Source: an optimization exercise on an open RTL-to-GDS flow (aim: small area and a short achievable clock period). Production flows keep margins and buffers that such runs may drop. The RTL was checked by simulation tests, not by an equivalence proof against the original design. Power figures rest on the tool's default switching activity, not on a simulated workload.

==> flow/design.v <==
module B_aoi222(a1, a2, b1, b2, c1, c2, y);
   input a1, a2, b1, b2, c1, c2;
   output y;
   assign y = ~((a1 & a2) | (b1 & b2) | (c1 & c2));
endmodule
module B_rdbit(sel, d, hit, hitn, wd, y);
   input [31:0] sel;
   input [31:0] d;
   input hit, hitn, wd;
   output y;
   wire [10:0] n;
   genvar g;
   generate
      for (g = 0; g < 10; g = g + 1) begin : g_aoi
         B_aoi222 u (.a1(sel[3*g]), .a2(d[3*g]), .b1(sel[3*g+1]), .b2(d[3*g+1]),
                     .c1(sel[3*g+2]), .c2(d[3*g+2]), .y(n[g]));
      end
   endgenerate
   B_aoi222 u10 (.a1(sel[30]), .a2(d[30]), .b1(sel[31]), .b2(d[31]),
                 .c1(hit), .c2(wd), .y(n[10]));
   wire p0 = ~(&n[3:0]);
   wire p1 = ~(&n[7:4]);
   wire p2 = ~(&n[10:8]);
   assign y = (p0 | p1 | p2) & (hitn | wd);
endmodule
module B_regFile(Clk, SrcRegA, SrcRegB, DestReg, WriteData, WE, DataA, DataB);
   input Clk;
   input [4:0] SrcRegA, SrcRegB;
   input [4:0] DestReg;
   input [31:0] WriteData;
   input WE;
   output [31:0] DataA, DataB;
   reg [31:0] REG_FILE [0:31];
   always @(posedge Clk)
      if (WE) REG_FILE[DestReg] <= WriteData;
   wire [31:0] selA = 32'd1 << SrcRegA;
   wire [31:0] selB = 32'd1 << SrcRegB;
   wire hitA = WE & (SrcRegA == DestReg);
   wire hitB = WE & (SrcRegB == DestReg);
   genvar k, b;
   generate
      for (b = 0; b < 32; b = b + 1) begin : g_bit
         wire [31:0] col;
         for (k = 0; k < 32; k = k + 1) begin : g_col
            wire [31:0] word = REG_FILE[k];
            assign col[k] = word[b];
         end
         B_rdbit ua (.sel(selA), .d(col), .hit(hitA), .hitn(~hitA), .wd(WriteData[b]), .y(DataA[b]));
         B_rdbit ub (.sel(selB), .d(col), .hit(hitB), .hitn(~hitB), .wd(WriteData[b]), .y(DataB[b]));
      end
   endgenerate
endmodule
Settings: LEC_CHECK=0, CAP_MARGIN=20, CELL_PAD_IN_SITES_DETAIL_PLACEMENT=1, CORE_MARGIN=2, CORE_UTILIZATION=40, CTS_BUF_LIST=sky130_fd_sc_hd__clkbuf_8 sky130_fd_sc_hd__clkbuf_16, SETUP_SLACK_MARGIN=4.2, SLEW_MARGIN=20, SYNTH_HIERARCHICAL=1; clock period 11.0 ns.
standard.sh (not shown) runs the stock make flow with config.mk's settings and CLKGATE_MAP_FILE= SYNTH_SCRIPT=/design/flow/synth_recipe.tcl, a recipe that flattens the netlist after the stock synthesis.
==> flow/flow/run.sh <==
#!/bin/bash
# Own layout flow: the standard ORFS flow (standard.sh, unchanged
# synthesis, floorplan, power grid and routing) with three changes:
#  - ports are buffered with buf_2 rather than the resizer's default pick
#  - CTS inserts no dummy loads
#  - CTS uses clkbuf_8/clkbuf_16 and clusters up to 28 flip-flops per leaf buffer
set -euo pipefail
cd "$(dirname "$0")/.."
export BUFFER_PORTS_ARGS="-buffer_cell sky130_fd_sc_hd__buf_2"
export CTS_ARGS="-sink_clustering_enable -repair_clock_nets -dont_use_dummy_load -buf_list {sky130_fd_sc_hd__clkbuf_8 sky130_fd_sc_hd__clkbuf_16} -sink_clustering_size 28 -sink_clustering_max_diameter 60"
bash standard.sh finish > flow_make.log 2>&1
The first run completed with no timing, DRC or antenna violations.
Next try:
==> flow/flow/run.sh (replaced) <==
#!/bin/bash
# Own layout flow: the standard ORFS flow (standard.sh, unchanged
# synthesis, floorplan, power grid and routing) with three changes:
#  - ports are buffered with buf_2 rather than the resizer's default pick
#  - CTS inserts no dummy loads
#  - CTS uses clkbuf_8/clkbuf_16 and clusters up to 24 flip-flops per leaf buffer
set -euo pipefail
cd "$(dirname "$0")/.."
export BUFFER_PORTS_ARGS="-buffer_cell sky130_fd_sc_hd__buf_2"
export CTS_ARGS="-sink_clustering_enable -repair_clock_nets -dont_use_dummy_load -buf_list {sky130_fd_sc_hd__clkbuf_8 sky130_fd_sc_hd__clkbuf_16} -sink_clustering_size 24 -sink_clustering_max_diameter 60"
bash standard.sh finish > flow_make.log 2>&1
After rerunning: Via count barely changes. Combinational power shrinks by about 0.8%. Routed wire length hardly moves. Setup slack loses 0.049 ns. Design area stays flat. Final cell count hardly moves.
Next try:
==> flow/run.sh (new file) <==
#!/bin/bash
# synth_recipe.tcl (not shown) runs the flow's synth.tcl, then flattens the netlist and writes it again
# the make line also repeats each setting of config.mk as NAME=value (left out here)
make -C /OpenROAD-flow-scripts/flow DESIGN_CONFIG=/design/flow/config.mk WORK_HOME=/design/flow/orfs CLKGATE_MAP_FILE= SYNTH_SCRIPT=/design/flow/synth_recipe.tcl finish
--- a/flow/config.mk
+++ b/flow/config.mk
@@ -8,7 +8,6 @@
 export CAP_MARGIN = 20
-export CELL_PAD_IN_SITES_DETAIL_PLACEMENT = 1
 export CORE_MARGIN = 2
 export CORE_UTILIZATION = 40
-export CTS_BUF_LIST = sky130_fd_sc_hd__clkbuf_8 sky130_fd_sc_hd__clkbuf_16
-export SETUP_SLACK_MARGIN = 4.2
+export CTS_BUF_LIST = sky130_fd_sc_hd__clkbuf_4 sky130_fd_sc_hd__clkbuf_8
+export SETUP_SLACK_MARGIN = 5
 export SLEW_MARGIN = 20
removed: flow/flow/run.sh
removed: flow/standard.sh
After rerunning:
- The new run finished with timing, DRC and antenna clean
- synthesized area stays the same
- setup slack gains 0.14 ns
- die area does not change
- sequential power is about the same
Next try:
==> flow/flow/run.sh (new file) <==
#!/bin/bash
# Own layout flow: the standard ORFS flow (standard.sh, unchanged
# synthesis, floorplan, power grid and routing) with three changes:
#  - ports are buffered with buf_2 rather than the resizer's default pick
#  - CTS inserts no dummy loads
#  - CTS uses clkbuf_8/clkbuf_16 and clusters up to 24 flip-flops per leaf buffer
set -euo pipefail
cd "$(dirname "$0")/.."
export BUFFER_PORTS_ARGS="-buffer_cell sky130_fd_sc_hd__buf_2"
export CTS_ARGS="-sink_clustering_enable -repair_clock_nets -dont_use_dummy_load -buf_list {sky130_fd_sc_hd__clkbuf_8 sky130_fd_sc_hd__clkbuf_16} -sink_clustering_size 24 -sink_clustering_max_diameter 60"
bash standard.sh finish > flow_make.log 2>&1
==> flow/standard.sh (new file) <==
#!/bin/bash
# synth_recipe.tcl (not shown) runs the flow's synth.tcl, then flattens the netlist and writes it again
# the make line also repeats each setting of config.mk as NAME=value (left out here)
make -C /OpenROAD-flow-scripts/flow DESIGN_CONFIG=/design/flow/config.mk WORK_HOME=/design/flow/orfs CLKGATE_MAP_FILE= SYNTH_SCRIPT=/design/flow/synth_recipe.tcl "${@:-finish}"
--- a/flow/config.mk
+++ b/flow/config.mk
@@ -10,4 +10,4 @@
 export CORE_UTILIZATION = 40
-export CTS_BUF_LIST = sky130_fd_sc_hd__clkbuf_4 sky130_fd_sc_hd__clkbuf_8
-export SETUP_SLACK_MARGIN = 5
+export CTS_BUF_LIST = sky130_fd_sc_hd__clkbuf_8 sky130_fd_sc_hd__clkbuf_16
+export SETUP_SLACK_MARGIN = 4.2
 export SLEW_MARGIN = 20
removed: flow/run.sh
Outcome: Hold slack improves by 0.17 ns; clock power is lower by about 34%; global-route usage is lower by 5.1 points; design area is lower by about 13%; via count is lower by 12%; worst setup slack degrades by 0.094 ns; clock-buffer cell count is lower by 161; wire length is lower by about 17%; die area stays the same.
Next try:
--- a/flow/config.mk
+++ b/flow/config.mk
@@ -8,2 +8,3 @@
 export CAP_MARGIN = 20
+export CELL_PAD_IN_SITES_DETAIL_PLACEMENT = 1
 export CORE_MARGIN = 2
@@ -11,3 +12,3 @@
 export CTS_BUF_LIST = sky130_fd_sc_hd__clkbuf_8 sky130_fd_sc_hd__clkbuf_16
-export SETUP_SLACK_MARGIN = 4.2
+export SETUP_SLACK_MARGIN = 3.8
 export SLEW_MARGIN = 20
Result: Critical path depth does not change; design area fell by 0.35%; cell count barely changes; setup slack degrades by 0.31 ns; wire length rose by 5.0%; fmax fell by 4.3%; power rose by 0.91%; global-route usage rose by 1.6 points; hold slack degrades by 0.023 ns; sequential cell count stays the same; utilization fell by 0.16 points.
Next try:
--- a/flow/config.mk
+++ b/flow/config.mk
@@ -12,3 +12,3 @@
 export CTS_BUF_LIST = sky130_fd_sc_hd__clkbuf_8 sky130_fd_sc_hd__clkbuf_16
-export SETUP_SLACK_MARGIN = 3.8
+export SETUP_SLACK_MARGIN = 4.45
 export SLEW_MARGIN = 20
After rerunning: Via count is higher by about 7%. Core utilization rose by 2.9 points. Wire length rose by 15%. Count of clock-buffer cells in the layout went up by 1. Total power went up by 2.1%.

==> re-timing with driven ports <==
In the flow no input, the clock included, has a driving cell. The finished layouts below were timed again as built, in two steps. Step 1, drivers: a clkbuf_16 drives Clk and a buf_2 each remaining input, both assumed. Step 2 also shifts input and output timing later by t, the mid clock arrival at the registers, as if the neighbouring blocks saw the same clock. Slacks: no drivers / after step 1 / after step 2; pairs: no drivers / after step 1.
run | shift t [ns] | setup slack, ns | worst setup path at the end | slew at the worst register clock pin (ns) | pins driven straight from the clock port
the first run | 0.738 | 4.160 / 4.095 / 4.095 | input to output | 0.11 / 0.11 | 1
the second run | 0.729 | 4.111 / 4.078 / 4.078 | input to output | 0.10 / 0.10 | 1
the third run | 0.910 | 4.251 / 4.000 / 4.000 | input to output | 0.08 / 0.08 | 1
the fourth run | 0.708 | 4.157 / 4.128 / 4.128 | input to output | 0.10 / 0.10 | 1
the fifth run | 0.730 | 3.847 / 3.729 / 3.729 | input to output | 0.10 / 0.10 | 1
the sixth run | 0.758 | 4.284 / 4.149 / 4.149 | input to output | 0.10 / 0.10 | 1
After both steps setup and hold are still met in every run listed. The setup slack of the third run, which loses most, moves by -0.251 ns with the drivers and by -0.251 ns with both steps.
